Source: an optimization exercise on an open RTL-to-GDS flow (aim: small area and a short achievable clock period). Production flows keep margins and buffers that such runs may drop.
Where RTL was checked, it was by simulation tests only, not by an equivalence proof against the original.
The RTL of run 3 was laid out without a check of its function.
Power figures rest on the tool's default switching activity, not on a simulated workload.

===== flow/flow/run.sh =====
#!/bin/bash
# The standard layout (standard.sh), with these changes:
# - synthesis leaves full and half adders to ABC (ADDER_MAP_FILE empty: no extract_fa,
#   no fa/ha cells);
# - the port buffers are buf_1 cells instead of the delay buffers buffer_ports picks;
# - clock tree synthesis inserts no dummy loads.
set -euo pipefail
ADDER_MAP_FILE= bash standard.sh synth > synth.log 2>&1
export BUFFER_PORTS_ARGS="-buffer_cell sky130_fd_sc_hd__buf_1"
export CTS_ARGS="-sink_clustering_enable -repair_clock_nets -dont_use_dummy_load -buf_list sky130_fd_sc_hd__clkbuf_8 -sink_clustering_size 20"
bash standard.sh > layout.log 2>&1

===== flow/standard.sh =====
#!/bin/bash
# synth_recipe.tcl (not shown) runs the flow's synth.tcl, then flattens the netlist and writes it again
# the make line also repeats each setting of config.mk as NAME=value (left out here)
make -C /OpenROAD-flow-scripts/flow DESIGN_CONFIG=/design/flow/config.mk WORK_HOME=/design/flow/orfs CLKGATE_MAP_FILE= SYNTH_SCRIPT=/design/flow/synth_recipe.tcl "${@:-finish}"

===== flow/config.mk =====
export PLATFORM = sky130hd
export DESIGN_NAME = fp16_multiplier
export DESIGN_NICKNAME = fp16_multiplier
export VERILOG_FILES = /design/flow/design.v
export SDC_FILE = /design/flow/constraint.sdc
export NUM_CORES = 4
export LEC_CHECK = 0
export CAP_MARGIN = 20
export CORE_MARGIN = 2
export CORE_UTILIZATION = 60
export CTS_BUF_LIST = sky130_fd_sc_hd__clkbuf_8
export CTS_CLUSTER_SIZE = 20
export SETUP_SLACK_MARGIN = 3.0
export SLEW_MARGIN = 20
export SYNTH_HIERARCHICAL = 1

===== flow/constraint.sdc =====
create_clock -name core_clock -period 5.0 [get_ports {clk}]
set_input_delay 1.0000 -clock core_clock [delete_from_list [all_inputs] [get_ports {clk}]]
set_output_delay 1.0000 -clock core_clock [all_outputs]
set_load 0.01 [all_outputs]

===== flow/design.v =====
`timescale 1ns / 1ps
module fp16_multiplier(
  input wire clk,
  input wire [15:0] a,
  input wire [15:0] b,
  output wire [15:0] out
);
  wire s0_s, s0_nan, s0_sticky;
  wire [5:0] s0_esum;
  wire [10:0] s0_ma;
  wire [12:0] s0_m3;
  wire [3:0] s0_d1, s0_d2, s0_d3, s0_d4;
  wire [2:0] s0_dn;
  fp16m_stage0 u_s0(.a(a), .b(b), .s(s0_s), .nan(s0_nan), .sticky(s0_sticky), .esum(s0_esum),
    .ma(s0_ma), .m3(s0_m3), .d1(s0_d1), .d2(s0_d2), .d3(s0_d3), .d4(s0_d4), .dn(s0_dn));
  reg r0_s, r0_nan, r0_sticky;
  reg [5:0] r0_esum;
  reg [10:0] ma;
  reg [12:0] m3;
  reg [3:0] d1, d2, d3, d4;
  reg [2:0] dn;
  always @(posedge clk) begin
    r0_s <= s0_s; r0_nan <= s0_nan; r0_esum <= s0_esum; r0_sticky <= s0_sticky;
    ma <= s0_ma; m3 <= s0_m3; d1 <= s0_d1; d2 <= s0_d2; d3 <= s0_d3; d4 <= s0_d4; dn <= s0_dn;
  end
  wire [21:8] s1_hx, s1_hy;
  wire [8:8] s1_pl;   
  fp16m_stage1 u_s1(.ma(ma), .m3(m3), .d1(d1), .d2(d2), .d3(d3), .d4(d4), .dn(dn),
    .hx(s1_hx), .hy(s1_hy), .pl(s1_pl));
  reg [21:8] r1_hx, r1_hy;
  reg [8:8] r1_pl;
  reg r1_sticky, r1_nan, r1_s;
  reg [5:0] r1_esum;
  always @(posedge clk) begin
    r1_hx <= s1_hx; r1_hy <= s1_hy; r1_pl <= s1_pl;
    r1_sticky <= r0_sticky; r1_nan <= r0_nan; r1_s <= r0_s; r1_esum <= r0_esum;
  end
  wire [21:8] s2_p;
  fp16m_stage2 u_s2(.hx(r1_hx), .hy(r1_hy), .pl(r1_pl), .p(s2_p));
  reg [21:8] r2_p;
  reg r2_sticky, r2_nan, r2_s;
  reg [5:0] r2_esum;
  always @(posedge clk) begin
    r2_p <= s2_p;
    r2_sticky <= r1_sticky; r2_nan <= r1_nan; r2_s <= r1_s; r2_esum <= r1_esum;
  end
  wire lead = r2_p[21];
  wire [10:0] kept = lead ? r2_p[21:11] : r2_p[20:10];
  wire guard = lead ? r2_p[10] : r2_p[9];
  wire rnd = lead ? r2_p[9] : r2_p[8];
  wire ru = guard & (rnd | r2_sticky | kept[0]);
  reg [11:0] r3_sum;   
  reg [6:0] r3_e;
  reg r3_nan, r3_s;
  always @(posedge clk) begin
    r3_sum <= {1'b0, kept} + {11'd0, ru};
    r3_e <= {1'b0, r2_esum} + {6'd0, lead};
    r3_nan <= r2_nan; r3_s <= r2_s;
  end
  wire of = r3_sum[11];
  wire [7:0] e = {1'b0, r3_e} + {7'd0, of};
  wire sub = e[7:4] == 4'd0;
  wire ovf = e >= 8'd46;
  wire [4:0] ex = (e[4:0] + 5'd1) ^ 5'b10000;
  wire [9:0] subf = r3_sum[11:1] >> (~r3_e[3:0]);
  wire [14:0] low = ovf ? 15'h7c00 : sub ? {5'd0, subf} : {ex, r3_sum[9:0]};
  reg [15:0] r4_out, r5_out;
  always @(posedge clk) begin
    r4_out <= r3_nan ? 16'h7e00 : {r3_s, low};
    r5_out <= r4_out;
  end
  assign out = r5_out;
endmodule
module fp16m_stage1(
  input wire [10:0] ma,
  input wire [12:0] m3,
  input wire [3:0] d1, d2, d3, d4,
  input wire [2:0] dn,
  output wire [21:8] hx, hy,
  output wire [8:8] pl
);
  wire t0_0 = ((d1[0] & ma[0]) | (d3[0] & m3[0])) ^ dn[0];
  wire t0_1 = ((d1[0] & ma[1]) | (d2[0] & ma[0]) | (d3[0] & m3[1])) ^ dn[0];
  wire t0_2 = ((d1[0] & ma[2]) | (d2[0] & ma[1]) | (d3[0] & m3[2]) | (d4[0] & ma[0])) ^ dn[0];
  wire t0_3 = ((d1[0] & ma[3]) | (d2[0] & ma[2]) | (d3[0] & m3[3]) | (d4[0] & ma[1])) ^ dn[0];
  wire t0_4 = ((d1[0] & ma[4]) | (d2[0] & ma[3]) | (d3[0] & m3[4]) | (d4[0] & ma[2])) ^ dn[0];
  wire t0_5 = ((d1[0] & ma[5]) | (d2[0] & ma[4]) | (d3[0] & m3[5]) | (d4[0] & ma[3])) ^ dn[0];
  wire t0_6 = ((d1[0] & ma[6]) | (d2[0] & ma[5]) | (d3[0] & m3[6]) | (d4[0] & ma[4])) ^ dn[0];
  wire t0_7 = ((d1[0] & ma[7]) | (d2[0] & ma[6]) | (d3[0] & m3[7]) | (d4[0] & ma[5])) ^ dn[0];
  wire t0_8 = ((d1[0] & ma[8]) | (d2[0] & ma[7]) | (d3[0] & m3[8]) | (d4[0] & ma[6])) ^ dn[0];
  wire t0_9 = ((d1[0] & ma[9]) | (d2[0] & ma[8]) | (d3[0] & m3[9]) | (d4[0] & ma[7])) ^ dn[0];
  wire t0_10 = ((d1[0] & ma[10]) | (d2[0] & ma[9]) | (d3[0] & m3[10]) | (d4[0] & ma[8])) ^ dn[0];
  wire t0_11 = ((d2[0] & ma[10]) | (d3[0] & m3[11]) | (d4[0] & ma[9])) ^ dn[0];
  wire t0_12 = ((d3[0] & m3[12]) | (d4[0] & ma[10])) ^ dn[0];
  wire t1_0 = ((d1[1] & ma[0]) | (d3[1] & m3[0])) ^ dn[1];
  wire t1_1 = ((d1[1] & ma[1]) | (d2[1] & ma[0]) | (d3[1] & m3[1])) ^ dn[1];
  wire t1_2 = ((d1[1] & ma[2]) | (d2[1] & ma[1]) | (d3[1] & m3[2]) | (d4[1] & ma[0])) ^ dn[1];
  wire t1_3 = ((d1[1] & ma[3]) | (d2[1] & ma[2]) | (d3[1] & m3[3]) | (d4[1] & ma[1])) ^ dn[1];
  wire t1_4 = ((d1[1] & ma[4]) | (d2[1] & ma[3]) | (d3[1] & m3[4]) | (d4[1] & ma[2])) ^ dn[1];
  wire t1_5 = ((d1[1] & ma[5]) | (d2[1] & ma[4]) | (d3[1] & m3[5]) | (d4[1] & ma[3])) ^ dn[1];
  wire t1_6 = ((d1[1] & ma[6]) | (d2[1] & ma[5]) | (d3[1] & m3[6]) | (d4[1] & ma[4])) ^ dn[1];
  wire t1_7 = ((d1[1] & ma[7]) | (d2[1] & ma[6]) | (d3[1] & m3[7]) | (d4[1] & ma[5])) ^ dn[1];
  wire t1_8 = ((d1[1] & ma[8]) | (d2[1] & ma[7]) | (d3[1] & m3[8]) | (d4[1] & ma[6])) ^ dn[1];
  wire t1_9 = ((d1[1] & ma[9]) | (d2[1] & ma[8]) | (d3[1] & m3[9]) | (d4[1] & ma[7])) ^ dn[1];
  wire t1_10 = ((d1[1] & ma[10]) | (d2[1] & ma[9]) | (d3[1] & m3[10]) | (d4[1] & ma[8])) ^ dn[1];
  wire t1_11 = ((d2[1] & ma[10]) | (d3[1] & m3[11]) | (d4[1] & ma[9])) ^ dn[1];
  wire t1_12 = ((d3[1] & m3[12]) | (d4[1] & ma[10])) ^ dn[1];
  wire t2_0 = ((d1[2] & ma[0]) | (d3[2] & m3[0])) ^ dn[2];
  wire t2_1 = ((d1[2] & ma[1]) | (d2[2] & ma[0]) | (d3[2] & m3[1])) ^ dn[2];
  wire t2_2 = ((d1[2] & ma[2]) | (d2[2] & ma[1]) | (d3[2] & m3[2]) | (d4[2] & ma[0])) ^ dn[2];
  wire t2_3 = ((d1[2] & ma[3]) | (d2[2] & ma[2]) | (d3[2] & m3[3]) | (d4[2] & ma[1])) ^ dn[2];
  wire t2_4 = ((d1[2] & ma[4]) | (d2[2] & ma[3]) | (d3[2] & m3[4]) | (d4[2] & ma[2])) ^ dn[2];
  wire t2_5 = ((d1[2] & ma[5]) | (d2[2] & ma[4]) | (d3[2] & m3[5]) | (d4[2] & ma[3])) ^ dn[2];
  wire t2_6 = ((d1[2] & ma[6]) | (d2[2] & ma[5]) | (d3[2] & m3[6]) | (d4[2] & ma[4])) ^ dn[2];
  wire t2_7 = ((d1[2] & ma[7]) | (d2[2] & ma[6]) | (d3[2] & m3[7]) | (d4[2] & ma[5])) ^ dn[2];
  wire t2_8 = ((d1[2] & ma[8]) | (d2[2] & ma[7]) | (d3[2] & m3[8]) | (d4[2] & ma[6])) ^ dn[2];
  wire t2_9 = ((d1[2] & ma[9]) | (d2[2] & ma[8]) | (d3[2] & m3[9]) | (d4[2] & ma[7])) ^ dn[2];
  wire t2_10 = ((d1[2] & ma[10]) | (d2[2] & ma[9]) | (d3[2] & m3[10]) | (d4[2] & ma[8])) ^ dn[2];
  wire t2_11 = ((d2[2] & ma[10]) | (d3[2] & m3[11]) | (d4[2] & ma[9])) ^ dn[2];
  wire t2_12 = ((d3[2] & m3[12]) | (d4[2] & ma[10])) ^ dn[2];
  wire t3_0 = (d1[3] & ma[0]) | (d3[3] & m3[0]);
  wire t3_1 = (d1[3] & ma[1]) | (d2[3] & ma[0]) | (d3[3] & m3[1]);
  wire t3_2 = (d1[3] & ma[2]) | (d2[3] & ma[1]) | (d3[3] & m3[2]) | (d4[3] & ma[0]);
  wire t3_3 = (d1[3] & ma[3]) | (d2[3] & ma[2]) | (d3[3] & m3[3]) | (d4[3] & ma[1]);
  wire t3_4 = (d1[3] & ma[4]) | (d2[3] & ma[3]) | (d3[3] & m3[4]) | (d4[3] & ma[2]);
  wire t3_5 = (d1[3] & ma[5]) | (d2[3] & ma[4]) | (d3[3] & m3[5]) | (d4[3] & ma[3]);
  wire t3_6 = (d1[3] & ma[6]) | (d2[3] & ma[5]) | (d3[3] & m3[6]) | (d4[3] & ma[4]);
  wire t3_7 = (d1[3] & ma[7]) | (d2[3] & ma[6]) | (d3[3] & m3[7]) | (d4[3] & ma[5]);
  wire t3_8 = (d1[3] & ma[8]) | (d2[3] & ma[7]) | (d3[3] & m3[8]) | (d4[3] & ma[6]);
  wire t3_9 = (d1[3] & ma[9]) | (d2[3] & ma[8]) | (d3[3] & m3[9]) | (d4[3] & ma[7]);
  wire t3_10 = (d1[3] & ma[10]) | (d2[3] & ma[9]) | (d3[3] & m3[10]) | (d4[3] & ma[8]);
  wire t3_11 = (d2[3] & ma[10]) | (d3[3] & m3[11]) | (d4[3] & ma[9]);
  wire t3_12 = (d3[3] & m3[12]) | (d4[3] & ma[10]);
  wire fs0 = t0_6 ^ t1_3;
  wire fc0 = t0_6 & t1_3;
  wire fs1 = t0_7 ^ t1_4;
  wire fc1 = t0_7 & t1_4;
  wire fs2 = t0_8 ^ t1_5;
  wire fc2 = t0_8 & t1_5;
  wire fs3 = t0_9 ^ t1_6 ^ t2_3;
  wire fc3 = (t0_9 & t1_6) | (t2_3 & (t0_9 ^ t1_6));
  wire fs4 = t0_10 ^ t1_7 ^ t2_4;
  wire fc4 = (t0_10 & t1_7) | (t2_4 & (t0_10 ^ t1_7));
  wire fs5 = t0_11 ^ t1_8 ^ t2_5;
  wire fc5 = (t0_11 & t1_8) | (t2_5 & (t0_11 ^ t1_8));
  wire fs6 = t0_12 ^ t1_9 ^ t2_6;
  wire fc6 = (t0_12 & t1_9) | (t2_6 & (t0_12 ^ t1_9));
  wire fs7 = t1_10 ^ t2_7 ^ t3_4;
  wire fc7 = (t1_10 & t2_7) | (t3_4 & (t1_10 ^ t2_7));
  wire fs8 = t1_11 ^ t2_8 ^ t3_5;
  wire fc8 = (t1_11 & t2_8) | (t3_5 & (t1_11 ^ t2_8));
  wire fs9 = t1_12 ^ t2_9 ^ t3_6;
  wire fc9 = (t1_12 & t2_9) | (t3_6 & (t1_12 ^ t2_9));
  wire fs10 = t2_10 ^ t3_7 ^ ~dn[1];
  wire fc10 = (t2_10 & t3_7) | (~dn[1] & (t2_10 ^ t3_7));
  wire fs11 = t2_11 ^ t3_8;
  wire fc11 = t2_11 & t3_8;
  wire fs12 = t2_12 ^ t3_9;
  wire fc12 = t2_12 & t3_9;
  wire fs13 = t0_3 ^ t1_0;
  wire fc13 = t0_3 & t1_0;
  wire fs14 = t0_4 ^ t1_1;
  wire fc14 = t0_4 & t1_1;
  wire fs15 = t0_5 ^ t1_2;
  wire fc15 = t0_5 & t1_2;
  wire fs16 = t2_0 ^ dn[2] ^ fs0;
  wire fc16 = (t2_0 & dn[2]) | (fs0 & (t2_0 ^ dn[2]));
  wire fs17 = t2_1 ^ fs1 ^ fc0;
  wire fc17 = (t2_1 & fs1) | (fc0 & (t2_1 ^ fs1));
  wire fs18 = t2_2 ^ fs2 ^ fc1;
  wire fc18 = (t2_2 & fs2) | (fc1 & (t2_2 ^ fs2));
  wire fs19 = t3_0 ^ fc2 ^ fs3;
  wire fc19 = (t3_0 & fc2) | (fs3 & (t3_0 ^ fc2));
  wire fs20 = t3_1 ^ fs4 ^ fc3;
  wire fc20 = (t3_1 & fs4) | (fc3 & (t3_1 ^ fs4));
  wire fs21 = t3_2 ^ fs5 ^ fc4;
  wire fc21 = (t3_2 & fs5) | (fc4 & (t3_2 ^ fs5));
  wire fs22 = t3_3 ^ fs6 ^ fc5;
  wire fc22 = (t3_3 & fs6) | (fc5 & (t3_3 ^ fs6));
  wire fs23 = dn[0] ^ fs7 ^ fc6;
  wire fc23 = (dn[0] & fs7) | (fc6 & (dn[0] ^ fs7));
  wire fs24 = dn[0] ^ fs8 ^ fc7;
  wire fc24 = (dn[0] & fs8) | (fc7 & (dn[0] ^ fs8));
  wire fs25 = dn[0] ^ fs9 ^ fc8;
  wire fc25 = (dn[0] & fs9) | (fc8 & (dn[0] ^ fs9));
  wire fs26 = ~dn[0] ^ fs10 ^ fc9;
  wire fc26 = (~dn[0] & fs10) | (fc9 & (~dn[0] ^ fs10));
  wire fs27 = 1'b1 ^ fs11 ^ fc10;
  wire fc27 = (1'b1 & fs11) | (fc10 & (1'b1 ^ fs11));
  wire fs28 = 1'b1 ^ fs12 ^ fc11;
  wire fc28 = (1'b1 & fs12) | (fc11 & (1'b1 ^ fs12));
  wire fs29 = t3_10 ^ ~dn[2] ^ fc12;
  wire fc29 = (t3_10 & ~dn[2]) | (fc12 & (t3_10 ^ ~dn[2]));
  wire fs30 = t3_11 ^ 1'b1;
  wire fc30 = t3_11 & 1'b1;
  wire fs31 = t3_12 ^ 1'b1;
  wire fc31 = t3_12 & 1'b1;
  wire [7:0] lx = {fs17, fs16, fs15, fs14, dn[1], t0_2, t0_1, t0_0};
  wire [7:0] ly = {fc16, fc15, fc14, fc13, fs13, 1'b0, 1'b0, dn[0]};
  wire [8:0] lsum = {1'b0, lx} + {1'b0, ly};
  assign pl = lsum[8:8];
  assign hx = {fs31, fs30, fs29, fs28, fs27, fs26, fs25, fs24, fs23, fs22, fs21, fs20, fs19, fs18};
  assign hy = {fc30, fc29, fc28, fc27, fc26, fc25, fc24, fc23, fc22, fc21, fc20, fc19, fc18, fc17};
endmodule
module fp16m_stage2(
  input wire [21:8] hx, hy,
  input wire [8:8] pl,
  output wire [21:8] p
);
  wire [14:0] psum = {hx, 1'b1} + {hy, pl[8]};
  assign p = psum[14:1];
endmodule
module fp16m_stage0(
  input wire [15:0] a, b,
  output wire s, nan, sticky,
  output wire [5:0] esum,
  output wire [10:0] ma,
  output wire [12:0] m3,
  output wire [3:0] d1, d2, d3, d4,
  output wire [2:0] dn
);
  wire [4:0] ea = a[14:10], eb = b[14:10];
  wire [9:0] fa = a[9:0], fb = b[9:0];
  wire ea0 = ea == 5'd0, eb0 = eb == 5'd0, ea31 = &ea, eb31 = &eb;
  wire fa0 = fa == 10'd0, fb0 = fb == 10'd0;
  wire za = ea0 & fa0, zb = eb0 & fb0;
  wire ia = ea31 & fa0, ib = eb31 & fb0;
  assign s = a[15] ^ b[15];
  assign nan = (ea31 & ~fa0) | (eb31 & ~fb0) | (ia & zb) | (za & ib);
  wire [5:0] sum = {1'b0, ea} + {1'b0, eb};
  assign esum = (za | zb) ? 6'd0 : (ia | ib) ? 6'd63 : sum;
  wire [8:0] tza, tzb;   
  assign tza[0] = 1'b1; assign tzb[0] = 1'b1;
  genvar gk;
  generate for (gk = 1; gk <= 8; gk = gk + 1) begin : g_tz
    assign tza[gk] = tza[gk-1] & ~fa[gk-1];
    assign tzb[gk] = tzb[gk-1] & ~fb[gk-1];
  end endgenerate
  assign sticky = ~|(tza & {tzb[0], tzb[1], tzb[2], tzb[3], tzb[4], tzb[5], tzb[6], tzb[7], tzb[8]});
  assign ma = {~ea0, fa};
  assign m3 = {2'b00, ma} + {1'b0, ma, 1'b0};
  wire [12:0] mbx = {1'b0, 1'b0, ~eb0, fb, 1'b0};   
  wire [3:0] dnx;
  generate for (gk = 0; gk < 4; gk = gk + 1) begin : g_booth
    wire y3 = mbx[3*gk+3], y2 = mbx[3*gk+2], y1 = mbx[3*gk+1], y0 = mbx[3*gk];
    wire [2:0] v = {1'b0, y2, 1'b0} + {2'b00, y1} + {2'b00, y0};   
    wire [2:0] m = y3 ? 3'd4 - v : v;
    assign d1[gk] = m == 3'd1;
    assign d2[gk] = m == 3'd2;
    assign d3[gk] = m == 3'd3;
    assign d4[gk] = m == 3'd4;
    assign dnx[gk] = y3 & (m != 3'd0);
  end endgenerate
  assign dn = dnx[2:0];   
endmodule

==> results of run 1 <==
==> cells in the final DEF, fill, tap and decap left out, types with 6 or more instances in the layout <==
cell / Yosys / routed
xnor2_1: 127 / 126
clkbuf_8: 0 / 17
dfxtp_1: 166 / 135
a21oi_1: 40 / 33
buf_1: 0 / 37
nand2_1: 53 / 52
nand4_1: 6 / 6
nor4_1: 6 / 6
a21oi_2: 0 / 7
a22oi_1: 31 / 31
nor2_1: 39 / 38
mux2i_1: 25 / 25
nand3_1: 13 / 13
a22o_1: 28 / 28
maj3_1: 7 / 7
dfxtp_2: 0 / 24
inv_1: 16 / 16
and2_1: 12 / 12
a31oi_1: 8 / 8
a221oi_2: 17 / 18
buf_4: 45 / 18
maj3_2: 18 / 18
o211ai_1: 6 / 6
o21ai_0: 35 / 33
dfxtp_4: 0 / 7
a222oi_1: 7 / 7
xor2_1: 23 / 22
nor2b_1: 9 / 9
mux2_2: 7 / 7
==> where the power goes <==
group          switching [mW]  internal (mW)  leakage (nW)  total (mW)
combinational            1.05           1.10          1.86        2.15
sequential              0.492           1.76          1.40        2.25
clock                   0.391          0.300         0.122       0.691
==> registers in the layout, summed over array words and instances, names as in the netlist, 3 cells and up <==
name,count
d3,4
d4,4
r4_out,16
r1_esum,6
r5_out,16
m3,13
r2_p,14
r2_esum,6
r1_hx,14
r0_esum,6
dn,3
ma,11
r3_sum,12
r1_hy,14
d2,4
r3_e,7
d1,4
==> cells by family after synthesis <==
group | Yosys count | synth area share (%)
AOI/OAI and AO/OA | 230 | 20.0
and+or+nand+nor | 187 | 11.5
DFF | 166 | 37.6
xor gates and xnor gates | 152 | 15.2
buffers and inverters | 116 | 7.79
muxes | 36 | 4.74
adders and majority gates | 25 | 3.09
==> through the flow <==
stage                     setup WS, ns  hold slack (ns)  total power [mW]
after floorplan                   2.67            0.310              4.09
after global placement            2.48            0.310              4.29
after detailed placement          2.40            0.312              4.34
after CTS                         2.88            0.315              5.09
after global routing              2.84            0.314              5.47
final                             2.92            0.310              5.09
==> how the worst max path moves through the flow <==
| stage | from | to | slack (ns) | cells after the start |
|---|---|---|---|---|
| 3_5_place_dp | a[5] | r0_nan | 2.40 | 6 |
| 3_3_place_gp | a[5] | r0_nan | 2.48 | 6 |
| 4_1_cts | ma[2] | r1_pl | 2.88 | 7 |
| 5_1_grt | d3[1] | r1_pl | 2.84 | 7 |
| 2_1_floorplan | a[4] | r0_nan | 2.67 | 5 |
| 6_report | d3[1] | r1_pl | 2.92 | 7 |
==> modules after synthesis, one instance, submodules excluded <==
| module | copies in the design | flip-flops and latches | cells inside | cell area, um^2 |
|---|---|---|---|---|
| fp16_multiplier | 1 | 166 | 347 | 4660 |
| fp16m_stage0 | 1 | 0 | 163 | 1030 |
| fp16m_stage1 | 1 | 0 | 295 | 2400 |
| fp16m_stage2 | 1 | 0 | 107 | 743 |
==> timing repair <==
| action | in CTS | in global routing |
|---|---|---|
| setup endpoints to repair | 23 | 33 |
| resized for setup | 26 | 65 |
| setup buffers | 4 | 12 |
| pin swaps | 8 | 13 |
==> layout make-up <==
type	count	area [um^2]
fill	1214	5250
clock buffer	17	234
tap	184	230
inverter	16	60.1
sequential	166	3380
multi-input combinational	630	4970
timing repair buffer	65	355
==> worst reg2reg max path, stage by stage (launching register included) <==
cell      delay [ns]
dfxtp_4         0.39
a22o_1          0.25
or3_1           0.38
and4b_4         0.24
xor2_2          0.16
xnor2_2         0.22
nand4_1         0.14
a211oi_2        0.21
==> routing by layer <==
metal | vias to the layer above | wire [um]
met3 | 29 | 1090
met5 | - | 0
li1 | 3191 | -
met1 | 2970 | 8350
met2 | 236 | 8420
met4 | 0 | 249
==> results.txt, run 1 <==
* Nets at 929
* Crit path required time at 5.35 ns
* Avg WL per Cell at 16.8 um
* Top-count cell post-synth: dfxtp_1
* Minimum clock period at 2.08 ns
* Sum of negative setup slack at 0 ns
* Finish-stage setup viols at 0
* CP arrival at 2.43 ns
* Longest Clk Path Bufs at 2
* Synth top area share at 37.6%
* CTS H-tree lvls at 4
* Antenna cell count at 0
* Initial DRC Count at 715
* Count of state elements after synthesis at 166
* Root Driver: clkbuf_8
* Slowest cell delay on critical path at 0.39 ns
* Hold_buf cts at 0
* RSZ-0062 raised after global routing: true
* Final-report max-slew violation count at 0
* Area growth syn-to-layout at 4.43%
* EDFF count, synth at 0
* Placed instance area at 0.00864 mm^2
* CP Capture Type: flip-flop
* Syn Std Cell Area at 0.00884 mm^2
* Yosys top cell by area: dfxtp_1
* WS Path Type: reg -> reg
* Antenna violations before repair at 0
* Async S/R FF share, synth at 0%
* CTS Buf Count at 17
* Primary FF master, synth: dfxtp_1
* Yosys cell types at 76
* CP Cell Sequence: a22o_1 -> or3_1 -> and4b_4 -> xor2_2 -> xnor2_2 -> nand4_1 -> a211oi_2
* Worst-margin pin slew at 0.536 ns
* R2r endpoint: r1_pl
* Hold Path Sink: r5_out[2]
* Die Wd at 125 um
* Flop-to-flop setup slack at 2.92 ns
* Residual DRC count at 0
* Initial core utilization at 61.0%
* Buf+Inv Stages, Crit Path at 0
* Critical-path maximum fanout at 8
* Post-route ant nets at 0
* CTS sink count at 166
* Power Dens Cells at 552 mW/mm^2
* Hold Path Depth at 0
* M3 GR Usage at 5.05%
* Worst path slowest cell: dfxtp_4
* Met2 usage at 36.5%
* Final wirelength at 18100 um
* Outcome: complete, no violations
* Vias in the first global route at 6006
* Global route hottest layer: met2
* Pre-antenna DRT Iters at 5
* DPL Wire Length at 13100 um
* Fin. Hold Viols at 0
* Synth Instances at 912
* Hold Startpoint: r4_out[2]
* Max Freq at 481 MHz
* Largest net degree at the start of global routing at 29
* All-Layer GR Usage at 22.9%
* Commonest cells post-synth: 166 x dfxtp_1, 127 x xnor2_1, 53 x nand2_1
* Vias after detailed routing at 6426
* Cell family with most CP delay: simple AND/OR/NAND/NOR gates
* Util after Layout at 63.7%
* CTS tree: yes
* Max-Cap Viols at 0
* Std-Cell Rows at 44
* Register area share after synthesis at 37.6%
* Post-route cell area at 0.00923 mm^2
* Placed insts at 1045
* Leakage at 3.38 nW
* Max_slew headroom at 63.9%
* Fin crit share at 41.6%
* Peak VDD IR at 0.000201 V
* Core ar. at 0.0145 mm^2
* Routability cong. at 0.854
* Global-route wire length before repair at 29600 um
* Clock-pin slew on the worst setup and hold paths at 0.09 ns
* YS warnings at 7
* R2r worst-path depth at 7
* Final cell count without fillers at 1078
* Routed vias/inst at 5.96
* Crit path launch type: flip-flop
* R2r startpoint: d3[1]
* Die H at 125 um
* Total die area at 0.0157 mm^2
* Hold Path Class: reg -> reg
* Clock Latency Late Sink at 0.44 ns
* Synth area leaders: dfxtp_1 38%, xnor2_1 13%, buf_4 3.8%
* PortBufs at 48
* Met1 Resource Use GR at 31.1%
* Final Skew at 0.0353 ns
* Mean cell area of the mapped netlist at 9.69 um^2
* Synth Net Count at 945
* Grt total ovfl at 0
* # IOs at 49
* Layout cells sized above 1 at 18.8%
==> run 2, diff against run 1 <==
--- a/flow/flow/run.sh
+++ b/flow/flow/run.sh
@@ -7,5 +7,5 @@
 set -euo pipefail
 ADDER_MAP_FILE= bash standard.sh synth > synth.log 2>&1
 export BUFFER_PORTS_ARGS="-buffer_cell sky130_fd_sc_hd__buf_1"
-export CTS_ARGS="-sink_clustering_enable -repair_clock_nets -dont_use_dummy_load -buf_list sky130_fd_sc_hd__clkbuf_8 -sink_clustering_size 20"
+export CTS_ARGS="-sink_clustering_enable -repair_clock_nets -dont_use_dummy_load -buf_list sky130_fd_sc_hd__clkbuf_8 -sink_clustering_size 50 -sink_clustering_max_diameter 150"
 bash standard.sh > layout.log 2>&1
--- a/flow/config.mk
+++ b/flow/config.mk
@@ -9,7 +9,8 @@
 export CORE_MARGIN = 2
 export CORE_UTILIZATION = 60
 export CTS_BUF_LIST = sky130_fd_sc_hd__clkbuf_8
-export CTS_CLUSTER_SIZE = 20
+export CTS_CLUSTER_DIAMETER = 150
+export CTS_CLUSTER_SIZE = 50
 export SETUP_SLACK_MARGIN = 3.0
 export SLEW_MARGIN = 20
 export SYNTH_HIERARCHICAL = 1
==> results.txt, run 2 <==
* Critical-path maximum fanout at 8 (unchanged)
* Async S/R FF share, synth at 0% (unchanged)
* Max Freq at 481 MHz (unchanged)
* R2r startpoint: d3[1]
* P_sw at 1.93 mW (unchanged)
* Sum of negative setup slack at 0 ns (unchanged)
* Residual DRC count at 0 (unchanged)
* Hold Path Class: reg -> reg
* Final Skew at 0.0353 ns (unchanged)
* Worst setup path start: d3[1]
* Largest net degree at the start of global routing at 29 (unchanged)
* Fin. Hold Viols at 0 (unchanged)
* Nets at 929 (unchanged)
* Mean cell area of the mapped netlist at 9.69 um^2 (unchanged)
* Total die area at 0.0157 mm^2 (unchanged)
* CTS sink count at 166 (unchanged)
* Smallest hold slack at 0.310 ns (unchanged)
* Synth Net Count at 945 (unchanged)
* CP Cell Sequence: a22o_1 -> or3_1 -> and4b_4 -> xor2_2 -> xnor2_2 -> nand4_1 -> a211oi_2
* Logic pwr share at 42.3% (about the same)
* Outcome: complete, no violations
* Reg power frac at 44.2% (about the same)
* All-Layer GR Usage at 22.9% (unchanged)
* Longest Clk Path Bufs at 2 (unchanged)
* WS Path Type: reg -> reg
* Final-report max-slew violation count at 0 (unchanged)
* Core ar. at 0.0145 mm^2 (unchanged)
* Avg WL per Cell at 16.8 um (unchanged)
* Vias in the first global route at 6006 (unchanged)
* CP Capture Type: flip-flop
* Setup slack after layout at 2.92 ns (unchanged)
* Power Dens Cells at 552 mW/mm^2 (unchanged)
* Power share of the clock group at 13.6% (about the same)
* Worst-margin pin slew at 0.536 ns (unchanged)
* Leakage at 3.38 nW (unchanged)
* CTS H-tree lvls at 4 (unchanged)
* Root Driver: clkbuf_8
* CTS tree: yes
* CTS Buf Count at 17 (unchanged)
* PortBufs at 48 (unchanged)
* Slowest cell delay on critical path at 0.39 ns (about the same)
* Cell Int Power at 3.16 mW (unchanged)
* Synth area leaders: dfxtp_1 38%, xnor2_1 13%, buf_4 3.8%
* Hold Startpoint: r4_out[2]
* Synth top area share at 37.6% (unchanged)
* Grt total ovfl at 0 (unchanged)
* Placement Setup Slack at 2.40 ns (unchanged)
* Syn Std Cell Area at 0.00884 mm^2 (unchanged)
* Synth Instances at 912 (unchanged)
* Fin crit share at 41.6% (unchanged)
* # IOs at 49 (unchanged)
* Crit path launch type: flip-flop
* Layout cells sized above 1 at 18.8% (unchanged)
* Top-count cell post-synth: dfxtp_1
* Cell family with most CP delay: simple AND/OR/NAND/NOR gates
* Post-route ant nets at 0 (unchanged)
* Pre-antenna DRT Iters at 5 (unchanged)
* Die Wd at 125 um (unchanged)
* RSZ-0062 raised after global routing: true
* Routed vias/inst at 5.96 (unchanged)
* Area growth syn-to-layout at 4.43% (unchanged)
* Final wirelength at 18100 um (unchanged)
* Primary FF master, synth: dfxtp_1
* Std-Cell Rows at 44 (unchanged)
* Worst path slowest cell: dfxtp_4
* Buf+Inv Stages, Crit Path at 0 (unchanged)
* DPL Wire Length at 13100 um (unchanged)
* Finish-stage setup viols at 0 (unchanged)
* Max_slew headroom at 63.9% (unchanged)
* Top Registers: r4_out: 16 flops, r5_out: 16 flops
* Clock-pin slew on the worst setup and hold paths at 0.09 ns (about the same)
* Global-route wire length before repair at 29600 um (unchanged)
* Initial core utilization at 61.0% (unchanged)
* Antenna violations before repair at 0 (unchanged)
* Commonest non-fill, non-tap cells in the layout: 135 x dfxtp_1, 126 x xnor2_1, 52 x nand2_1
* Yosys top cell by area: dfxtp_1
* Layout fillers at 1214 (unchanged)
* Vias after detailed routing at 6426 (unchanged)
* Max-Cap Viols at 0 (unchanged)
* Minimum clock period at 2.08 ns (unchanged)
* Commonest cells post-synth: 166 x dfxtp_1, 127 x xnor2_1, 53 x nand2_1
* Commonest non-fill, non-tap cell in the layout: dfxtp_1
* Routability cong. at 0.854 (unchanged)
* Count of state elements after synthesis at 166 (unchanged)
* YS warnings at 7 (unchanged)
* Sw Ratio at 37.9% (unchanged)
* Register area share after synthesis at 37.6% (unchanged)
* Hold_buf cts at 0 (unchanged)
* CP arrival at 2.43 ns (about the same)
* Util after Layout at 63.7% (unchanged)
* Peak VDD IR at 0.000201 V (unchanged)
* EDFF count, synth at 0 (unchanged)
* Antenna cell count at 0 (unchanged)
* Die H at 125 um (unchanged)
* Yosys cell types at 76 (unchanged)
* Clock Latency Late Sink at 0.44 ns (about the same)
* Crit path required time at 5.35 ns (about the same)
* Initial DRC Count at 715 (unchanged)
run 2: cell counts in the layout (fill, tap and decap cells not counted):
Identical to the previous run, type by type.
run 2: stage by stage:
step | std cells | total power [mW] | instance area, um^2
finish | 1078 | 5.09 | 9230
global route | 1078 | 5.47 | 9230
CTS | 1066 | 5.09 | 8970
detailed placement | 1045 | 4.34 | 8640
global placement | 1045 | 4.29 | 8640
floorplan | 912 | 4.09 | 8870
run 2: routing by layer:
layer,vias to the layer above,track usage [%],part of all wire (%)
met1,2970,31.1,46
met4,0,7.12,1.4
met2,236,36.5,47
met3,29,5.05,6.0
met5,-,0,0
li1,3191,-,-
run 2: layout make-up:
type	instances	area [um^2]	area share, %
multi-input cells	630	4970	53.9
flip-flops and latches	166	3380	36.6
repair buffers	65	355	3.85
clock buffers	17	234	2.54
well taps	184	230	2.49
inverters	16	60.1	0.651
run 2: what timing repair did:
action,4_1_cts,5_1_grt
resized for setup,26,65
cloned,0,0
pin swaps,8,13
setup buffers,4,12
endpoints found under the setup margin,23,33
run 2: worst paths after layout:
check                                 end  slack, ns  cells after the start
worst min-delay path            r5_out[2]       0.31                      0
worst min register to register  r5_out[2]       0.31                      0
worst max register to register      r1_pl       2.92                      7
worst max-delay path                r1_pl       2.92                      7
run 2: kinds of logic (layout without fill, tap and decap cells):
logic type	after synthesis	after routing	synth area share [%]
AO/OA/AOI/OAI	230	230	20.0
AND/OR/NAND/NOR	187	187	11.5
flip-flops	166	166	37.6
buffers and inverters	116	98	7.79
adder cells (fa/ha/maj)	25	25	3.09
multiplexers	36	36	4.74
XOR/XNOR	152	152	15.2
run 2: power groups by stage:
stage                     Clock (mW)  Sequential (mW)  Combinational [mW]
final                          0.691             2.25                2.15
after global routing           0.772             2.31                2.38
after CTS                      0.718             2.24                2.13
after detailed placement           0             2.26                2.07
after global placement             0             2.25                2.04
after floorplan                    0             2.03                2.06
run 2: worst reg2reg max path, cell delays in order, from the launching register on:
cell and delay [ns]:
dfxtp_4 0.39, a22o_1 0.25, or3_1 0.38, and4b_4 0.24
xor2_2 0.16, xnor2_2 0.22, nand4_1 0.14, a211oi_2 0.21
run 2: per-module statistics from Yosys (local to each module, per instance):
module           cells inside  cell area [um^2]
fp16m_stage2              107               743
fp16_multiplier           347              4660
fp16m_stage0              163              1030
fp16m_stage1              295              2400
==> run 3, diff against run 2 <==
--- a/flow/design.v
+++ b/flow/design.v
@@ -23,12 +23,12 @@
     r0_s <= s0_s; r0_nan <= s0_nan; r0_esum <= s0_esum; r0_sticky <= s0_sticky;
     ma <= s0_ma; m3 <= s0_m3; d1 <= s0_d1; d2 <= s0_d2; d3 <= s0_d3; d4 <= s0_d4; dn <= s0_dn;
   end
-  wire [21:8] s1_hx, s1_hy;
-  wire [8:8] s1_pl;   
+  wire [21:10] s1_hx, s1_hy;
+  wire [10:8] s1_pl;   
   fp16m_stage1 u_s1(.ma(ma), .m3(m3), .d1(d1), .d2(d2), .d3(d3), .d4(d4), .dn(dn),
     .hx(s1_hx), .hy(s1_hy), .pl(s1_pl));
-  reg [21:8] r1_hx, r1_hy;
-  reg [8:8] r1_pl;
+  reg [21:10] r1_hx, r1_hy;
+  reg [10:8] r1_pl;
   reg r1_sticky, r1_nan, r1_s;
   reg [5:0] r1_esum;
   always @(posedge clk) begin
@@ -76,8 +76,8 @@
   input wire [12:0] m3,
   input wire [3:0] d1, d2, d3, d4,
   input wire [2:0] dn,
-  output wire [21:8] hx, hy,
-  output wire [8:8] pl
+  output wire [21:10] hx, hy,
+  output wire [10:8] pl
 );
   wire t0_0 = ((d1[0] & ma[0]) | (d3[0] & m3[0])) ^ dn[0];
   wire t0_1 = ((d1[0] & ma[1]) | (d2[0] & ma[0]) | (d3[0] & m3[1])) ^ dn[0];
@@ -195,20 +195,20 @@
   wire fc30 = t3_11 & 1'b1;
   wire fs31 = t3_12 ^ 1'b1;
   wire fc31 = t3_12 & 1'b1;
-  wire [7:0] lx = {fs17, fs16, fs15, fs14, dn[1], t0_2, t0_1, t0_0};
-  wire [7:0] ly = {fc16, fc15, fc14, fc13, fs13, 1'b0, 1'b0, dn[0]};
-  wire [8:0] lsum = {1'b0, lx} + {1'b0, ly};
-  assign pl = lsum[8:8];
-  assign hx = {fs31, fs30, fs29, fs28, fs27, fs26, fs25, fs24, fs23, fs22, fs21, fs20, fs19, fs18};
-  assign hy = {fc30, fc29, fc28, fc27, fc26, fc25, fc24, fc23, fc22, fc21, fc20, fc19, fc18, fc17};
+  wire [9:0] lx = {fs19, fs18, fs17, fs16, fs15, fs14, dn[1], t0_2, t0_1, t0_0};
+  wire [9:0] ly = {fc18, fc17, fc16, fc15, fc14, fc13, fs13, 1'b0, 1'b0, dn[0]};
+  wire [10:0] lsum = {1'b0, lx} + {1'b0, ly};
+  assign pl = lsum[10:8];
+  assign hx = {fs31, fs30, fs29, fs28, fs27, fs26, fs25, fs24, fs23, fs22, fs21, fs20};
+  assign hy = {fc30, fc29, fc28, fc27, fc26, fc25, fc24, fc23, fc22, fc21, fc20, fc19};
 endmodule
 module fp16m_stage2(
-  input wire [21:8] hx, hy,
-  input wire [8:8] pl,
+  input wire [21:10] hx, hy,
+  input wire [10:8] pl,
   output wire [21:8] p
 );
-  wire [14:0] psum = {hx, 1'b1} + {hy, pl[8]};
-  assign p = psum[14:1];
+  wire [12:0] psum = {hx, 1'b1} + {hy, pl[10]};
+  assign p = {psum[12:1], pl[9:8]};
 endmodule
 module fp16m_stage0(
   input wire [15:0] a, b,
--- a/flow/flow/run.sh
+++ b/flow/flow/run.sh
@@ -7,5 +7,5 @@
 set -euo pipefail
 ADDER_MAP_FILE= bash standard.sh synth > synth.log 2>&1
 export BUFFER_PORTS_ARGS="-buffer_cell sky130_fd_sc_hd__buf_1"
-export CTS_ARGS="-sink_clustering_enable -repair_clock_nets -dont_use_dummy_load -buf_list sky130_fd_sc_hd__clkbuf_8 -sink_clustering_size 50 -sink_clustering_max_diameter 150"
+export CTS_ARGS="-sink_clustering_enable -repair_clock_nets -dont_use_dummy_load -buf_list sky130_fd_sc_hd__clkbuf_8 -sink_clustering_size 20"
 bash standard.sh > layout.log 2>&1
--- a/flow/config.mk
+++ b/flow/config.mk
@@ -9,8 +9,7 @@
 export CORE_MARGIN = 2
 export CORE_UTILIZATION = 60
 export CTS_BUF_LIST = sky130_fd_sc_hd__clkbuf_8
-export CTS_CLUSTER_DIAMETER = 150
-export CTS_CLUSTER_SIZE = 50
+export CTS_CLUSTER_SIZE = 20
 export SETUP_SLACK_MARGIN = 3.0
 export SLEW_MARGIN = 20
 export SYNTH_HIERARCHICAL = 1
==> results.txt, run 3 <==
* Core ar. at 0.0140 mm^2 (-3.4%)
* DPL Wire Length at 13500 um (+2.8%)
* Outcome: complete, no violations
* CP Capture Type: flip-flop
* Pre-antenna DRT Iters at 6 (+1)
* Worst setup path start: d1[2]
* CTS Buf Count at 17 (unchanged)
* Syn Std Cell Area at 0.00865 mm^2 (-2.2%)
* Area growth syn-to-layout at 10.3%
* Power Dens Cells at 531 mW/mm^2 (-3.8%)
* Max Freq at 371 MHz (-23%)
* Finish-stage setup viols at 0 (unchanged)
* Critical-path maximum fanout at 11 (+3)
* Mean cell area of the mapped netlist at 9.59 um^2 (-1.1%)
* Antenna cell count at 0 (unchanged)
* Max_slew headroom at 59.3% (-4.7 points)
* Synth Instances at 902 (-1.1%)
* Yosys top cell by area: dfxtp_1
* Synth Net Count at 935 (-1.1%)
* Commonest cells post-synth: 164 x dfxtp_1, 119 x xnor2_1, 56 x nand2_1
* Die H at 124 um (-1.0%)
* Initial core utilization at 61.8% (+0.78 points)
* Logic pwr share at 42.8% (+0.5 points)
* All-Layer GR Usage at 25.7% (+2.9 points)
* Commonest non-fill, non-tap cell in the layout: dfxtp_1
* Final Skew at 0.0297 ns (-0.00566 ns)
* Routed vias/inst at 5.97 (+0.15%)
* Power share of the clock group at 13.6% (about the same)
* Synth area leaders: dfxtp_1 38%, xnor2_1 12%, buf_4 3.5%
* Sum of negative setup slack at 0 ns (unchanged)
* Fin. Hold Viols at 0 (unchanged)
* Grt total ovfl at 0 (unchanged)
* Register area share after synthesis at 38.0% (+0.36 points)
* EDFF count, synth at 0 (unchanged)
* Longest Clk Path Bufs at 2 (unchanged)
* Total die area at 0.0154 mm^2 (-2.1%)
* Top Registers: r4_out: 16 flops, r5_out: 16 flops, r2_p: 14 flops
* Count of state elements after synthesis at 164 (-1.2%)
* Initial DRC Count at 726 (+1.5%)
* Clock-pin slew on the worst setup and hold paths at 0.10 ns (about the same)
* Global-route wire length before repair at 30700 um (+3.9%)
* Largest net degree at the start of global routing at 29 (unchanged)
* Antenna violations before repair at 0 (unchanged)
* R2r startpoint: d1[2]
* PortBufs at 48 (unchanged)
* Vias after detailed routing at 6567 (+2.2%)
* Max-Cap Viols at 0 (unchanged)
* RSZ-0062 raised after global routing: true
* WS Path Type: reg -> reg
* CTS sink count at 164 (-1.2%)
* Async S/R FF share, synth at 0% (unchanged)
* Crit path launch type: flip-flop
* YS warnings at 7 (unchanged)
* Vias in the first global route at 6015 (+0.15%)
* Reg power frac at 43.6% (-0.6 points)
* CTS H-tree lvls at 4 (unchanged)
* Commonest non-fill, non-tap cells in the layout: 132 x dfxtp_1, 114 x xnor2_1, 55 x nand2_1
* P_sw at 1.91 mW (-1.0%)
* Final wirelength at 19000 um (+4.9%)
* Util after Layout at 68.2% (+4.4 points)
* Clock Latency Late Sink at 0.47 ns (+0.03 ns)
* Routability cong. at 0.862 (+0.93%)
* Sw Ratio at 37.8% (-0.18 points)
* Worst-margin pin slew at 0.610 ns (+0.0739 ns)
* Nets at 955 (+2.8%)
* Final-report max-slew violation count at 0 (unchanged)
* Std-Cell Rows at 43 (-2.3%)
* Primary FF master, synth: dfxtp_1
* # IOs at 49 (unchanged)
* Hold Path Class: reg -> reg
* Top-count cell post-synth: dfxtp_1
* Peak VDD IR at 0.000223 V (+11%)
* Leakage at 3.62 nW (+7.0%)
* Crit path required time at 5.32 ns (-0.03 ns)
* Hold Startpoint: r0_esum[3]
* Die Wd at 124 um (-1.0%)
* CP arrival at 3.02 ns (+0.59 ns)
* Avg WL per Cell at 17.3 um (+2.8%)
* Fin crit share at 54.0% (+12 points)
* Layout cells sized above 1 at 21.7% (+2.9 points)
* Cell Int Power at 3.15 mW (-0.29%)
* Synth top area share at 38.0% (+0.36 points)
* Minimum clock period at 2.70 ns (+0.618 ns)
* Yosys cell types at 78 (+2.6%)
* Residual DRC count at 0 (unchanged)
* CTS tree: yes
* Post-route ant nets at 0 (unchanged)
* Root Driver: clkbuf_8
[run 3: cell count changes in the layout (fill, tap and decap cells not counted), moves of 4 or more]
| cell | change |
|---|---|
| xor2_1 | +6 |
| buf_4 | +25 |
| inv_1 | +4 |
| dfxtp_4 | +10 |
| a221oi_1 | -4 |
| maj3_1 | +8 |
| maj3_2 | -8 |
| xnor2_1 | -12 |
| o21ai_0 | -4 |
| dfxtp_2 | -9 |
| a22o_1 | -5 |
| a22oi_1 | +4 |
[run 3: final timing paths]
| kind | slack (ns) | to | cells after the start |
|---|---|---|---|
| worst max register to register | 2.30 | r1_pl[10] | 8 |
| worst max-delay path | 2.30 | r1_pl[10] | 8 |
| worst min-delay path | 0.31 | r1_esum[3] | 0 |
| worst min register to register | 0.31 | r1_esum[3] | 0 |
[run 3: repair_timing]
item                       CTS  global route
hold buffers                 0             0
setup endpoints to repair   33            31
gates resized for setup     65            45
gates cloned                 0             0
pin swaps                   24            16
setup buffers               33            12
[run 3: cell type report]
cell class	count	area [um^2]
Sequential cell	164	3370
Clock buffer	17	234
Fill cell	1142	4450
Multi-Input combinational cell	625	5060
Timing Repair Buffer	94	577
Tap cell	180	225
Inverter	20	75.1
[run 3: modules after synthesis (local to each module, per instance)]
module / cell area (um^2) / times used
fp16_multiplier: 4620 / 1
fp16m_stage0: 1030 / 1
fp16m_stage1: 2400 / 1
fp16m_stage2: 587 / 1
[run 3: layer usage]
metal | track usage (%) | part of all wire (%) | vias to the layer above
met5 | 0 | 0 | -
li1 | - | - | 3232
met3 | 6.59 | 7.0 | 31
met4 | 7.94 | 1.6 | 0
met2 | 40.0 | 46 | 220
met1 | 35.1 | 46 | 3084
[run 3: cells by family (layout without fill, tap and decap cells)]
| group | after synthesis | after routing | share of synthesized area, % |
|---|---|---|---|
| mux | 36 | 36 | 4.85 |
| fa+ha+maj | 25 | 25 | 2.92 |
| buf+inv | 113 | 131 | 7.23 |
| xor+xnor | 151 | 151 | 16.0 |
| simple gates | 186 | 186 | 11.5 |
| compound gates | 227 | 227 | 19.6 |
| flops | 164 | 164 | 38.0 |
[run 3: critical path, stage by stage, from the launching register on]
cell,delay [ns]
dfxtp_4,0.41
a222oi_1,0.44
xnor2_1,0.22
xor3_1,0.50
a21oi_2,0.14
a21oi_1,0.06
a22o_1,0.24
o31a_1,0.26
maj3_2,0.31
[run 3: metrics by stage]
stage | power [mW] | area, um^2 | hold slack (ns) | cells | worst slack (ns)
6_report | 5.07 | 9540 | 0.307 | 1100 | 2.30
5_1_grt | 5.44 | 9540 | 0.306 | 1100 | 2.21
4_1_cts | 5.02 | 9300 | 0.307 | 1088 | 2.35
3_5_place_dp | 4.24 | 8640 | 0.312 | 1038 | 1.97
3_3_place_gp | 4.18 | 8640 | 0.310 | 1038 | 2.03
2_1_floorplan | 3.98 | 8870 | 0.310 | 902 | 2.40
[run 3: power by group through the flow]
stage	registers (mW)	logic (mW)	clock network (mW)
5_1_grt	2.28	2.40	0.767
6_report	2.21	2.17	0.688
3_5_place_dp	2.23	2.01	0
4_1_cts	2.20	2.11	0.710
2_1_floorplan	2.00	1.98	0
3_3_place_gp	2.21	1.97	0
==> run 4, diff against run 3 <==
--- a/flow/design.v
+++ b/flow/design.v
@@ -5,44 +5,44 @@
   input wire [15:0] b,
   output wire [15:0] out
 );
-  wire s0_s, s0_nan, s0_sticky;
+  wire s0_s, s0_sticky;
   wire [5:0] s0_esum;
   wire [10:0] s0_ma;
-  wire [12:0] s0_m3;
+  wire [12:1] s0_m3;
   wire [3:0] s0_d1, s0_d2, s0_d3, s0_d4;
   wire [2:0] s0_dn;
-  fp16m_stage0 u_s0(.a(a), .b(b), .s(s0_s), .nan(s0_nan), .sticky(s0_sticky), .esum(s0_esum),
+  fp16m_stage0 u_s0(.a(a), .b(b), .s(s0_s), .sticky(s0_sticky), .esum(s0_esum),
     .ma(s0_ma), .m3(s0_m3), .d1(s0_d1), .d2(s0_d2), .d3(s0_d3), .d4(s0_d4), .dn(s0_dn));
-  reg r0_s, r0_nan, r0_sticky;
+  reg r0_s, r0_sticky;
   reg [5:0] r0_esum;
   reg [10:0] ma;
-  reg [12:0] m3;
+  reg [12:1] m3;   
   reg [3:0] d1, d2, d3, d4;
   reg [2:0] dn;
   always @(posedge clk) begin
-    r0_s <= s0_s; r0_nan <= s0_nan; r0_esum <= s0_esum; r0_sticky <= s0_sticky;
+    r0_s <= s0_s; r0_esum <= s0_esum; r0_sticky <= s0_sticky;
     ma <= s0_ma; m3 <= s0_m3; d1 <= s0_d1; d2 <= s0_d2; d3 <= s0_d3; d4 <= s0_d4; dn <= s0_dn;
   end
-  wire [21:10] s1_hx, s1_hy;
-  wire [10:8] s1_pl;   
-  fp16m_stage1 u_s1(.ma(ma), .m3(m3), .d1(d1), .d2(d2), .d3(d3), .d4(d4), .dn(dn),
+  wire [21:8] s1_hx, s1_hy;
+  wire [8:8] s1_pl;   
+  fp16m_stage1 u_s1(.ma(ma), .m3({m3, ma[0]}), .d1(d1), .d2(d2), .d3(d3), .d4(d4), .dn(dn),
     .hx(s1_hx), .hy(s1_hy), .pl(s1_pl));
-  reg [21:10] r1_hx, r1_hy;
-  reg [10:8] r1_pl;
-  reg r1_sticky, r1_nan, r1_s;
+  reg [21:8] r1_hx, r1_hy;
+  reg [8:8] r1_pl;
+  reg r1_sticky, r1_s;
   reg [5:0] r1_esum;
   always @(posedge clk) begin
     r1_hx <= s1_hx; r1_hy <= s1_hy; r1_pl <= s1_pl;
-    r1_sticky <= r0_sticky; r1_nan <= r0_nan; r1_s <= r0_s; r1_esum <= r0_esum;
+    r1_sticky <= r0_sticky; r1_s <= r0_s; r1_esum <= r0_esum;
   end
   wire [21:8] s2_p;
   fp16m_stage2 u_s2(.hx(r1_hx), .hy(r1_hy), .pl(r1_pl), .p(s2_p));
   reg [21:8] r2_p;
-  reg r2_sticky, r2_nan, r2_s;
+  reg r2_sticky, r2_s;
   reg [5:0] r2_esum;
   always @(posedge clk) begin
     r2_p <= s2_p;
-    r2_sticky <= r1_sticky; r2_nan <= r1_nan; r2_s <= r1_s; r2_esum <= r1_esum;
+    r2_sticky <= r1_sticky; r2_s <= r1_s; r2_esum <= r1_esum;
   end
   wire lead = r2_p[21];
   wire [10:0] kept = lead ? r2_p[21:11] : r2_p[20:10];
@@ -50,17 +50,17 @@
   wire rnd = lead ? r2_p[9] : r2_p[8];
   wire ru = guard & (rnd | r2_sticky | kept[0]);
   reg [11:0] r3_sum;   
-  reg [6:0] r3_e;
+  reg [5:0] r3_e;
   reg r3_nan, r3_s;
   always @(posedge clk) begin
     r3_sum <= {1'b0, kept} + {11'd0, ru};
-    r3_e <= {1'b0, r2_esum} + {6'd0, lead};
-    r3_nan <= r2_nan; r3_s <= r2_s;
+    r3_e <= r2_esum + {5'd0, lead};   
+    r3_nan <= &r2_esum; r3_s <= r2_s;
   end
   wire of = r3_sum[11];
-  wire [7:0] e = {1'b0, r3_e} + {7'd0, of};
-  wire sub = e[7:4] == 4'd0;
-  wire ovf = e >= 8'd46;
+  wire [6:0] e = {1'b0, r3_e} + {6'd0, of};
+  wire sub = e[6:4] == 3'd0;
+  wire ovf = e >= 7'd46;
   wire [4:0] ex = (e[4:0] + 5'd1) ^ 5'b10000;
   wire [9:0] subf = r3_sum[11:1] >> (~r3_e[3:0]);
   wire [14:0] low = ovf ? 15'h7c00 : sub ? {5'd0, subf} : {ex, r3_sum[9:0]};
@@ -76,8 +76,8 @@
   input wire [12:0] m3,
   input wire [3:0] d1, d2, d3, d4,
   input wire [2:0] dn,
-  output wire [21:10] hx, hy,
-  output wire [10:8] pl
+  output wire [21:8] hx, hy,
+  output wire [8:8] pl
 );
   wire t0_0 = ((d1[0] & ma[0]) | (d3[0] & m3[0])) ^ dn[0];
   wire t0_1 = ((d1[0] & ma[1]) | (d2[0] & ma[0]) | (d3[0] & m3[1])) ^ dn[0];
@@ -195,27 +195,27 @@
   wire fc30 = t3_11 & 1'b1;
   wire fs31 = t3_12 ^ 1'b1;
   wire fc31 = t3_12 & 1'b1;
-  wire [9:0] lx = {fs19, fs18, fs17, fs16, fs15, fs14, dn[1], t0_2, t0_1, t0_0};
-  wire [9:0] ly = {fc18, fc17, fc16, fc15, fc14, fc13, fs13, 1'b0, 1'b0, dn[0]};
-  wire [10:0] lsum = {1'b0, lx} + {1'b0, ly};
-  assign pl = lsum[10:8];
-  assign hx = {fs31, fs30, fs29, fs28, fs27, fs26, fs25, fs24, fs23, fs22, fs21, fs20};
-  assign hy = {fc30, fc29, fc28, fc27, fc26, fc25, fc24, fc23, fc22, fc21, fc20, fc19};
+  wire [7:0] lx = {fs17, fs16, fs15, fs14, dn[1], t0_2, t0_1, t0_0};
+  wire [7:0] ly = {fc16, fc15, fc14, fc13, fs13, 1'b0, 1'b0, dn[0]};
+  wire [8:0] lsum = {1'b0, lx} + {1'b0, ly};
+  assign pl = lsum[8:8];
+  assign hx = {fs31, fs30, fs29, fs28, fs27, fs26, fs25, fs24, fs23, fs22, fs21, fs20, fs19, fs18};
+  assign hy = {fc30, fc29, fc28, fc27, fc26, fc25, fc24, fc23, fc22, fc21, fc20, fc19, fc18, fc17};
 endmodule
 module fp16m_stage2(
-  input wire [21:10] hx, hy,
-  input wire [10:8] pl,
+  input wire [21:8] hx, hy,
+  input wire [8:8] pl,
   output wire [21:8] p
 );
-  wire [12:0] psum = {hx, 1'b1} + {hy, pl[10]};
-  assign p = {psum[12:1], pl[9:8]};
+  wire [14:0] psum = {hx, 1'b1} + {hy, pl[8]};
+  assign p = psum[14:1];
 endmodule
 module fp16m_stage0(
   input wire [15:0] a, b,
-  output wire s, nan, sticky,
+  output wire s, sticky,
   output wire [5:0] esum,
   output wire [10:0] ma,
-  output wire [12:0] m3,
+  output wire [12:1] m3,
   output wire [3:0] d1, d2, d3, d4,
   output wire [2:0] dn
 );
@@ -226,9 +226,9 @@
   wire za = ea0 & fa0, zb = eb0 & fb0;
   wire ia = ea31 & fa0, ib = eb31 & fb0;
   assign s = a[15] ^ b[15];
-  assign nan = (ea31 & ~fa0) | (eb31 & ~fb0) | (ia & zb) | (za & ib);
+  wire nan = (ea31 & ~fa0) | (eb31 & ~fb0) | (ia & zb) | (za & ib);
   wire [5:0] sum = {1'b0, ea} + {1'b0, eb};
-  assign esum = (za | zb) ? 6'd0 : (ia | ib) ? 6'd63 : sum;
+  assign esum = nan ? 6'd63 : (za | zb) ? 6'd0 : (ia | ib) ? 6'd46 : sum;
   wire [8:0] tza, tzb;   
   assign tza[0] = 1'b1; assign tzb[0] = 1'b1;
   genvar gk;
@@ -238,7 +238,8 @@
   end endgenerate
   assign sticky = ~|(tza & {tzb[0], tzb[1], tzb[2], tzb[3], tzb[4], tzb[5], tzb[6], tzb[7], tzb[8]});
   assign ma = {~ea0, fa};
-  assign m3 = {2'b00, ma} + {1'b0, ma, 1'b0};
+  wire [12:0] m3x = {2'b00, ma} + {1'b0, ma, 1'b0};
+  assign m3 = m3x[12:1];
   wire [12:0] mbx = {1'b0, 1'b0, ~eb0, fb, 1'b0};   
   wire [3:0] dnx;
   generate for (gk = 0; gk < 4; gk = gk + 1) begin : g_booth
--- a/flow/config.mk
+++ b/flow/config.mk
@@ -10,6 +10,6 @@
 export CORE_UTILIZATION = 60
 export CTS_BUF_LIST = sky130_fd_sc_hd__clkbuf_8
 export CTS_CLUSTER_SIZE = 20
-export SETUP_SLACK_MARGIN = 3.0
+export SETUP_SLACK_MARGIN = 2.9
 export SLEW_MARGIN = 20
 export SYNTH_HIERARCHICAL = 1
==> results.txt, run 4 <==
* Outcome: complete, no violations
* Clock-pin slew on the worst setup and hold paths at 0.10 ns (about the same)
* DPL Wire Length at 13500 um (about the same)
* WS Path Type: reg -> reg
* Grt total ovfl at 0 (unchanged)
* Core ar. at 0.0140 mm^2 (unchanged)
* Slowest cell delay on critical path at 0.64 ns (+0.14 ns)
* Top-count cell post-synth: dfxtp_1
* Leakage at 3.19 nW (-12%)
* Sum of negative setup slack at 0 ns (unchanged)
* Final Skew at 0.0301 ns (+0.000435 ns)
* Residual DRC count at 0 (unchanged)
* Hold Path Depth at 0 (unchanged)
* PortBufs at 48 (unchanged)
* Synth Instances at 916 (+1.6%)
* Syn Std Cell Area at 0.00867 mm^2 (+0.25%)
* Global route hottest layer: met2
* Power share of the clock group at 13.6% (about the same)
* Final Power at 4.91 mW (-3.1%)
* Fin crit share at 41.3% (-13 points)
* Combinational family with the most area after synthesis: compound AO/OA/AOI/OAI gates
* Hold Path Class: reg -> reg
* Multiplexer area fraction after synthesis at 3.00% (-1.8 points)
* Critical-path maximum fanout at 10 (-1)
* Post-Synth Adder-Cell Area at 2.92% (-0.0072 points)
* Fin. Hold Viols at 0 (unchanged)
* R2r worst-path depth at 4 (-4)
* Met2 usage at 40.0% (-0.068 points)
* Die H at 124 um (+0.12%)
* Layout cells sized above 1 at 13.9% (-7.9 points)
* Die Wd at 124 um (+0.12%)
* Async S/R FF share, synth at 0% (unchanged)
* Finish-stage setup viols at 0 (unchanged)
* YS warnings at 7 (unchanged)
* Post-synthesis compound-gate area fraction at 20.9% (+1.3 points)
* Avg WL per Cell at 16.5 um (-4.3%)
* CTS tree: yes
* Pre-antenna DRT Iters at 5 (-1)
* Largest net degree at the start of global routing at 21 (-28%)
* Total die area at 0.0154 mm^2 (+0.23%)
* Vias after detailed routing at 6300 (-4.1%)
* Clock Latency Late Sink at 0.46 ns (about the same)
* Final-report max-slew violation count at 0 (unchanged)
* Antenna violations before repair at 1 (+1)
* Nets at 923 (-3.4%)
* Post-Synth Simple-Gate Area at 12.2% (+0.69 points)
* Longest Clk Path Bufs at 2 (unchanged)
* Max_slew headroom at 48.1% (-11 points)
* Cell family with most CP delay: adder cells
* CP arrival at 2.38 ns (-0.64 ns)
* Flop-to-flop setup slack at 2.94 ns (+0.63 ns)
* Crit path required time at 5.31 ns (about the same)
* Max-Cap Viols at 0 (unchanged)
* RSZ-0062 raised after global routing: true
* Root Driver: clkbuf_8
* Area growth syn-to-layout at 1.36%
* # IOs at 49 (unchanged)
* Routed vias/inst at 5.90 (-1.2%)
* Logic pwr share at 41.2% (-1.6 points)
* Post-route cell area at 0.00879 mm^2 (-7.9%)
* Buf+Inv Stages, Crit Path at 0 (unchanged)
* Worst-margin pin slew at 0.778 ns (+0.168 ns)
* Synth Net Count at 949 (+1.5%)
* Count of state elements after synthesis at 161 (-1.8%)
* Final wirelength at 17600 um (-7.1%)
* CTS H-tree lvls at 4 (unchanged)
* Vias in the first global route at 5869 (-2.4%)
* CTS sink count at 161 (-1.8%)
* Sw Ratio at 38.1% (+0.34 points)
* Commonest non-fill, non-tap cell in the layout: dfxtp_1
* Placement Setup Slack at 2.55 ns (+0.588 ns)
* Synth top area share at 37.2% (-0.79 points)
* R2r startpoint: d2[0]
* CTS Buf Count at 17 (unchanged)
* M3 GR Usage at 4.62% (-2.0 points)
* Setup slack after layout at 2.94 ns (+0.634 ns)
* Mean cell area of the mapped netlist at 9.46 um^2 (-1.3%)
* Antenna cell count at 0 (unchanged)
* CP Cell Sequence: a222oi_1 -> xnor2_1 -> maj3_2 -> maj3_1
* Yosys cell types at 81 (+3.8%)
* Minimum clock period at 2.06 ns (-0.634 ns)
* Post-synthesis xor/xnor area fraction at 16.1% (+0.18 points)
* Worst path slowest cell: a222oi_1
* Commonest cells post-synth: 161 x dfxtp_1, 128 x xnor2_1, 69 x nand2_1
* Hold Path Sink: r2_esum[0]
* All-Layer GR Usage at 23.8% (-1.9 points)
* Routability cong. at 0.892 (+3.6%)
* Hold Startpoint: r1_esum[0]
* Std-Cell Rows at 43 (unchanged)
* Max Freq at 485 MHz (+31%)
* Smallest hold slack at 0.313 ns (+0.00681 ns)
* Yosys top cell by area: dfxtp_1
* R2r endpoint: r1_hy[13]
* Met1 Resource Use GR at 30.1% (-5.0 points)
* Register area share after synthesis at 37.2% (-0.79 points)
* Global-route wire length before repair at 28600 um (-7.1%)
* Cell Int Power at 3.04 mW (-3.7%)
* Synth area leaders: dfxtp_1 37%, xnor2_1 13%, buf_4 3.8%
* Initial DRC Count at 510 (-30%)
* Reg power frac at 45.2% (+1.6 points)
* P_sw at 1.87 mW (-2.3%)
* Peak VDD IR at 0.000215 V (-3.8%)
* Crit path launch type: flip-flop
* Power Dens Cells at 558 mW/mm^2 (+5.1%)
* EDFF count, synth at 0 (unchanged)
* CP Capture Type: flip-flop
* Initial core utilization at 62.0% (+0.15 points)
* Post-route ant nets at 0 (unchanged)
* Primary FF master, synth: dfxtp_1
* Commonest non-fill, non-tap cells in the layout: 139 x dfxtp_1, 128 x xnor2_1, 69 x nand2_1
* Top Registers: r4_out: 16 flops, r5_out: 16 flops
* Placed instance area at 0.00847 mm^2 (-2.0%)
## run 4: cell types whose count changed in the layout (fill, tap and decap cells not counted), sizes merged, moves of 5 or more
cell   before  now
nand3      16   25
xnor2     119  130
a22o       25   30
a22oi      37   29
buf        92   49
nor2       38   49
o22ai       3    8
inv        20   14
a21oi      43   37
o21ai      30   37
and4        6    1
nand2      56   69
mux2i      26   20
## run 4: timing repair
item                       4_1_cts  5_1_grt
gates resized for setup          4       28
setup endpoints to repair       10       16
hold buffers                     0        0
pin swaps                        1        5
setup buffers                    0        2
## run 4: through the flow
stage               util (%)  std cells
global route            62.8       1068
detailed placement      60.5       1049
finish                  62.8       1068
CTS                     62.3       1066
global placement        60.5       1049
floorplan                  -        916
## run 4: logic make-up after synthesis
group / count (synthesis)
compound gates: 231
buf+inv: 110
flops: 161
xor+xnor: 158
simple gates: 208
fa+ha+maj: 23
mux: 25
## run 4: Yosys stat by module (local to each module, per instance)
module,cells inside,times used,flip-flops and latches
fp16_multiplier,338,1,161
fp16m_stage0,176,1,0
fp16m_stage1,295,1,0
fp16m_stage2,107,1,0
## run 4: how the worst max path moves through the flow
| stage | slack (ns) | endpoint | from | cells past startpoint |
|---|---|---|---|---|
| after floorplan | 2.91 | r0_esum[3] | a[1] | 6 |
| after global placement | 2.63 | m3[10] | a[1] | 6 |
| after detailed placement | 2.55 | r0_esum[4] | a[2] | 6 |
| after CTS | 2.79 | r1_pl | dn[1] | 6 |
| after global routing | 2.85 | r1_pl | ma[0] | 7 |
| final | 2.94 | r1_hy[13] | d2[0] | 4 |
## run 4: cell type report
cell class / instances / area [um^2]
Inverter: 15 / 57.6
Timing Repair Buffer: 50 / 196
Tap cell: 180 / 225
Sequential cell: 161 / 3250
Clock buffer: 17 / 234
Fill cell: 1220 / 5200
Multi-Input combinational cell: 645 / 4820
## run 4: per-layer routing
metal,routed length [um],vias up
li1,-,3160
met1,8100,2915
met2,8360,194
met3,876,31
met4,308,0
met5,0,-
## run 4: power groups by stage
| stage | logic [mW] | clock network (mW) | registers [mW] |
|---|---|---|---|
| after global placement | 1.94 | 0 | 2.21 |
| after detailed placement | 1.98 | 0 | 2.23 |
| after floorplan | 1.98 | 0 | 1.99 |
| after CTS | 2.00 | 0.697 | 2.20 |
| after global routing | 2.24 | 0.745 | 2.28 |
| final | 2.02 | 0.669 | 2.22 |

[separate check: timing with driven ports]
No port has a modelled driver above. Below, the same layouts with a new extraction and two added sets of constraints.
Step 1: set_driving_cell puts a clkbuf_16 on clk and a buf_2 on each other input, an assumption about the parent block.
Step 2 adds t to the input delays and takes it off the output delays; t is the mean of the earliest and latest rising clock arrival at the registers after step 1. Input paths then give back, and output paths get back, about the clock's delay inside the block.
Three values: ideal ports, drivers, drivers and shift; two values: the first two.
| run | t (ns) | slack for setup (ns) | clock arrival spread, ns |
|---|---|---|---|
| run 1 | 0.461 | 2.920 / 2.920 / 2.503 | 0.043 / 0.042 |
| run 2 | 0.461 | 2.920 / 2.920 / 2.503 | 0.043 / 0.042 |
| run 3 | 0.483 | 2.302 / 2.302 / 2.302 | 0.050 / 0.050 |
| run 4 | 0.473 | 2.936 / 2.936 / 2.597 | 0.048 / 0.047 |
After both steps setup and hold are still met in every run listed.
